From an optimization exercise on the open Yosys and OpenROAD flow, aimed at small area and a short achievable clock period; shortcuts taken in it are not production practice.
At most, simulation tests tie the RTL to the original design; equivalence was not proved.
Power is estimated from default activity; no workload was simulated.

the baseline:
// mult32x32
module mult32x32 (
  input              i_clk     ,
  input              i_rstn    ,
  input  wire        i_multa_ns,
  input  wire        i_multb_ns,
  input  wire [31:0] i_multa   ,
  input  wire [31:0] i_multb   ,
  output wire [63:0] o_product
);
Size in the first run: about 1,100 flip-flops, roughly 48,000 µm² of cells after synthesis.
==> flow/config.mk <==
export PLATFORM = sky130hd
export DESIGN_NAME = mult32x32
export DESIGN_NICKNAME = mult32x32
export VERILOG_FILES = /design/flow/design.v
export SDC_FILE = /design/flow/constraint.sdc
export NUM_CORES = 4
export LEC_CHECK = 0
export CAP_MARGIN = 20
export CORE_MARGIN = 2
export CORE_UTILIZATION = 60
export PLACE_DENSITY = 0.75
export SETUP_SLACK_MARGIN = 1.9
export SLEW_MARGIN = 20
export TNS_END_PERCENT = 100
==> flow/constraint.sdc <==
create_clock -name core_clock -period 4.0 [get_ports {i_clk}]
set_input_delay 0.8000 -clock core_clock [delete_from_list [all_inputs] [get_ports {i_clk}]]
set_output_delay 0.8000 -clock core_clock [all_outputs]
set_load 0.01 [all_outputs]
run.sh (not shown) runs the stock make flow with config.mk's settings and CLKGATE_MAP_FILE= SYNTH_SCRIPT=/design/flow/synth_recipe.tcl, a recipe that flattens the netlist after the stock synthesis.
What the candidate does differently from the baseline at the input level:
- PLACE_DENSITY no longer set, was 0.75
- CORE_UTILIZATION now 40, was 60
--- outcome ---
- Between the candidate and the baseline, the largest fanout on the critical path is lower for the baseline.
- Between the candidate and the baseline, the minimum setup slack after placement is lower for the baseline.
- Compared with the baseline, in the candidate final-layout worst hold slack fell 76 ps; combinational group share of total power fell 0.6 points; HPWL reported at the end of detailed placement rose about 10%; non-clock buffer count fell 34.
No functional check of the RTL was part of any run of this note.

* * *

mult32x32, a different RTL version from the one above (not shown whole).
Size in the first run: about 3600 cells after synthesis, roughly 960 flip-flops, ~130 I/O pins, about 45000 um2 of cells after synthesis.
Design mult32x32, start of the top module:
module mult32x32 (
  input              i_clk     ,
  input              i_rstn    ,
  input  wire        i_multa_ns,
  input  wire        i_multb_ns,
  input  wire [31:0] i_multa   ,
  input  wire [31:0] i_multb   ,
  output wire [63:0] o_product
);
clock: 4.0 ns
lec_check: 0
cap_margin: 20
core_margin: 2
core_utilization: 40
setup_slack_margin: 2.2
slew_margin: 20
synth_hierarchical: 1
tns_end_percent: 100
The baseline passed the timing, DRC and antenna checks.
==> next run, changes <==
- SETUP_SLACK_MARGIN: 2.2 -> 1.8
=> The new run completed with no timing, DRC or antenna violations; area after synthesis does not change; final cell count decreases by 6.8%; global-route usage decreases by 4.4 points; register-to-register slack is worse by 0.25 ns; utilization falls by 6.5 points; setup slack gets worse by 0.25 ns; first-iteration DRC count drops by 29%; power drops by 6.5%; fmax went down by 11%.

* * *

run 1:
mult32x32 again, from the RTL that the note above started with.
==> flow/config.mk <==
export PLATFORM = sky130hd
export DESIGN_NAME = mult32x32
export DESIGN_NICKNAME = mult32x32
export VERILOG_FILES = /design/flow/design.v
export SDC_FILE = /design/flow/constraint.sdc
export NUM_CORES = 4
export LEC_CHECK = 0
export CAP_MARGIN = 20
export CORE_MARGIN = 2
export CORE_UTILIZATION = 40
export PLACE_DENSITY = 0.85
export SETUP_SLACK_MARGIN = 2.0
export SLEW_MARGIN = 20
export SYNTH_HIERARCHICAL = 1
export TNS_END_PERCENT = 100
==> flow/constraint.sdc <==
create_clock -name core_clock -period 4.0 [get_ports {i_clk}]
set_input_delay 0.8000 -clock core_clock [delete_from_list [all_inputs] [get_ports {i_clk}]]
set_output_delay 0.8000 -clock core_clock [all_outputs]
set_load 0.01 [all_outputs]
standard.sh (not shown) runs the stock make flow with config.mk's settings and CLKGATE_MAP_FILE= SYNTH_SCRIPT=/design/flow/synth_recipe.tcl, a recipe that flattens the netlist after the stock synthesis.
==> flow/flow/run.sh <==
#!/bin/bash
set -euo pipefail
export CTS_ARGS="-sink_clustering_enable -repair_clock_nets -dont_use_dummy_load -sink_clustering_size 20 -sink_clustering_max_diameter 100"
bash standard.sh > standard.log 2>&1
Run 1: done, clean on timing, DRC and antenna
#### Input delta (run 2 over run 1)
Settings: a change of PLACE_DENSITY from 0.85 to 0.95.
==> flow/flow/run.sh <==
#!/bin/bash
set -euo pipefail
export CTS_ARGS="-sink_clustering_enable -repair_clock_nets -dont_use_dummy_load"
bash standard.sh > standard.log 2>&1
Findings:
- What run 1 reported for maximum ir drop on the vdd rail has to be multiplied by 0.875 to get the figure for run 2.
- Run 2 finished every stage and its layout cleared the timing, DRC and antenna checks.
- Run 2 ended with less relative contribution of sequential cells to total power than run 1.
- Looking only at hold slack, and setting everything else aside, the lower value of run 2 and run 1 goes to run 2.
- Run 2 vs run 1 on power: run 2 is the higher one.
[inputs] run 3 vs run 2
Settings: swapping 0.95 for 0.85 in PLACE_DENSITY; swapping 40 for 60 in CORE_UTILIZATION.
==> summary.txt <==
The routed length on met2 number comes out higher for run 2 vs run 3. Side by side, global-route track usage on met3 turned out higher in run 3 than in run 2. Summary of run 3 over run 2: post-cts hold buffer count about even, final HPWL from detailed placement fell about 9%, utilization after layout rose 22 points, arrival time of the worst setup path fell 0.05 ns, final-layout non-clock buffer area share fell 0.20 points. Of the two candidates, run 2 has the worse maximum operating frequency and run 3 the better one. Of run 2 and run 3, the run reporting the lower first-pass GRT wire length was run 3. The run with more routed wire is run 2, not run 3. Run 2 vs run 3, worst setup path startpoint: s1_278$_DFF_P_ vs s1_312$_DFF_P_.
Setup changes, run 3 to run 4
Settings: a deleted PLACE_DENSITY that had been 0.85; a change of CORE_UTILIZATION from 60 to 40.
==> flow/run.sh (new file) <==
#!/bin/bash
# synth_recipe.tcl (not shown) runs the flow's synth.tcl, then flattens the netlist and writes it again
# the make line also repeats each setting of config.mk as NAME=value (left out here)
make -C /OpenROAD-flow-scripts/flow DESIGN_CONFIG=/design/flow/config.mk WORK_HOME=/design/flow/orfs CLKGATE_MAP_FILE= SYNTH_SCRIPT=/design/flow/synth_recipe.tcl finish
removed: flow/flow/run.sh
removed: flow/standard.sh
Of run 3 and run 4, run 3 shows the lower total number of tap cells, with run 4 above it. From run 3 to run 4 the numbers moved as follows: proportion of cell area spent on the clock network grew by 1.8 points, vertical die dimension +22%, area added between synthesis and finish increased 4.2 points. Between run 3 and run 4, share of the clock period used by the worst path is higher for run 4, run 3 comes in under that. Diff run 3 and run 4: area of all placed cells without fillers higher in run 4.
Modified inputs, run 5 compared to run 4
Settings: changing SETUP_SLACK_MARGIN from 2.0 to 1.9.
Results
- Run 5: global routing met2 resource utilization is 0.27 points higher than what run 4 reported.
- In run 5 the final-layout clock-cell area share turned out 0.34 points higher than in run 4.
- Design area of run 4 is on par with run 5.
- Run 5 was carried through to the last stage, and its layout satisfied the timing, DRC and antenna checks.
- Startpoint of the most critical setup path: s1_333$_DFF_P_ -> run 4, s1_571$_DFF_P_ -> run 5
- Going from run 4 to run 5, via total after detailed routing saw little to no change, largest vdd supply drop went up 110 µV, net count reported at finish has decreased.

## afterwards: timing with drivers on the ports
In the flow no input, the clock included, has a driving cell. The finished layouts below were timed again as built, in two steps.
Step 1 (the two cells are an assumption about what drives the block):
set clk [get_ports {i_clk}]
set_driving_cell -lib_cell sky130_fd_sc_hd__clkbuf_16 $clk
set_driving_cell -lib_cell sky130_fd_sc_hd__buf_2 [delete_from_list [all_inputs] $clk]
Step 2, shift: input delay + t, output delay - t, t = (earliest + latest rising clock arrival at the registers) / 2. This alone moves slack from input paths to output paths.
a / b / c = ideal / step 1 / step 2; a / b = the first two.
run | t, ns | slack for setup (ns) | worst hold slack (ns) | latest minus earliest clock arrival (ns) | worst data-port slew with drivers (ns)
the baseline | 0.746 | 1.854 / 1.828 / 1.081 | 0.171 / 0.127 / 0.308 | 0.030 / 0.031 | 0.12
the candidate | 0.792 | 1.873 / 1.873 / 1.140 | 0.095 / 0.039 / 0.281 | 0.075 / 0.075 | 0.14
the first run of note 2 | 0.774 | 1.953 / 1.953 / 1.423 | 0.218 / 0.176 / 0.312 | 0.058 / 0.057 | 0.06
the second run of note 2 | 0.746 | 1.704 / 1.704 / 1.115 | 0.317 / 0.306 / 0.317 | 0.051 / 0.051 | 0.11
run 1 | 0.691 | 1.968 / 1.960 / 1.362 | 0.265 / 0.245 / 0.305 | 0.075 / 0.074 | 0.06
run 2 | 0.716 | 1.913 / 1.913 / 1.301 | 0.227 / 0.201 / 0.255 | 0.095 / 0.095 | 0.08
run 3 | 0.686 | 1.978 / 1.978 / 1.358 | 0.249 / 0.215 / 0.308 | 0.074 / 0.074 | 0.06
run 4 | 0.736 | 1.969 / 1.969 / 1.343 | 0.289 / 0.258 / 0.305 | 0.052 / 0.053 | 0.06
run 5 | 0.746 | 1.896 / 1.886 / 1.236 | 0.299 / 0.253 / 0.308 | 0.057 / 0.057 | 0.08
After both steps setup and hold are still met in every run listed. The setup slack of the baseline, which loses most, moves by -0.026 ns with the drivers and by -0.773 ns with both steps.
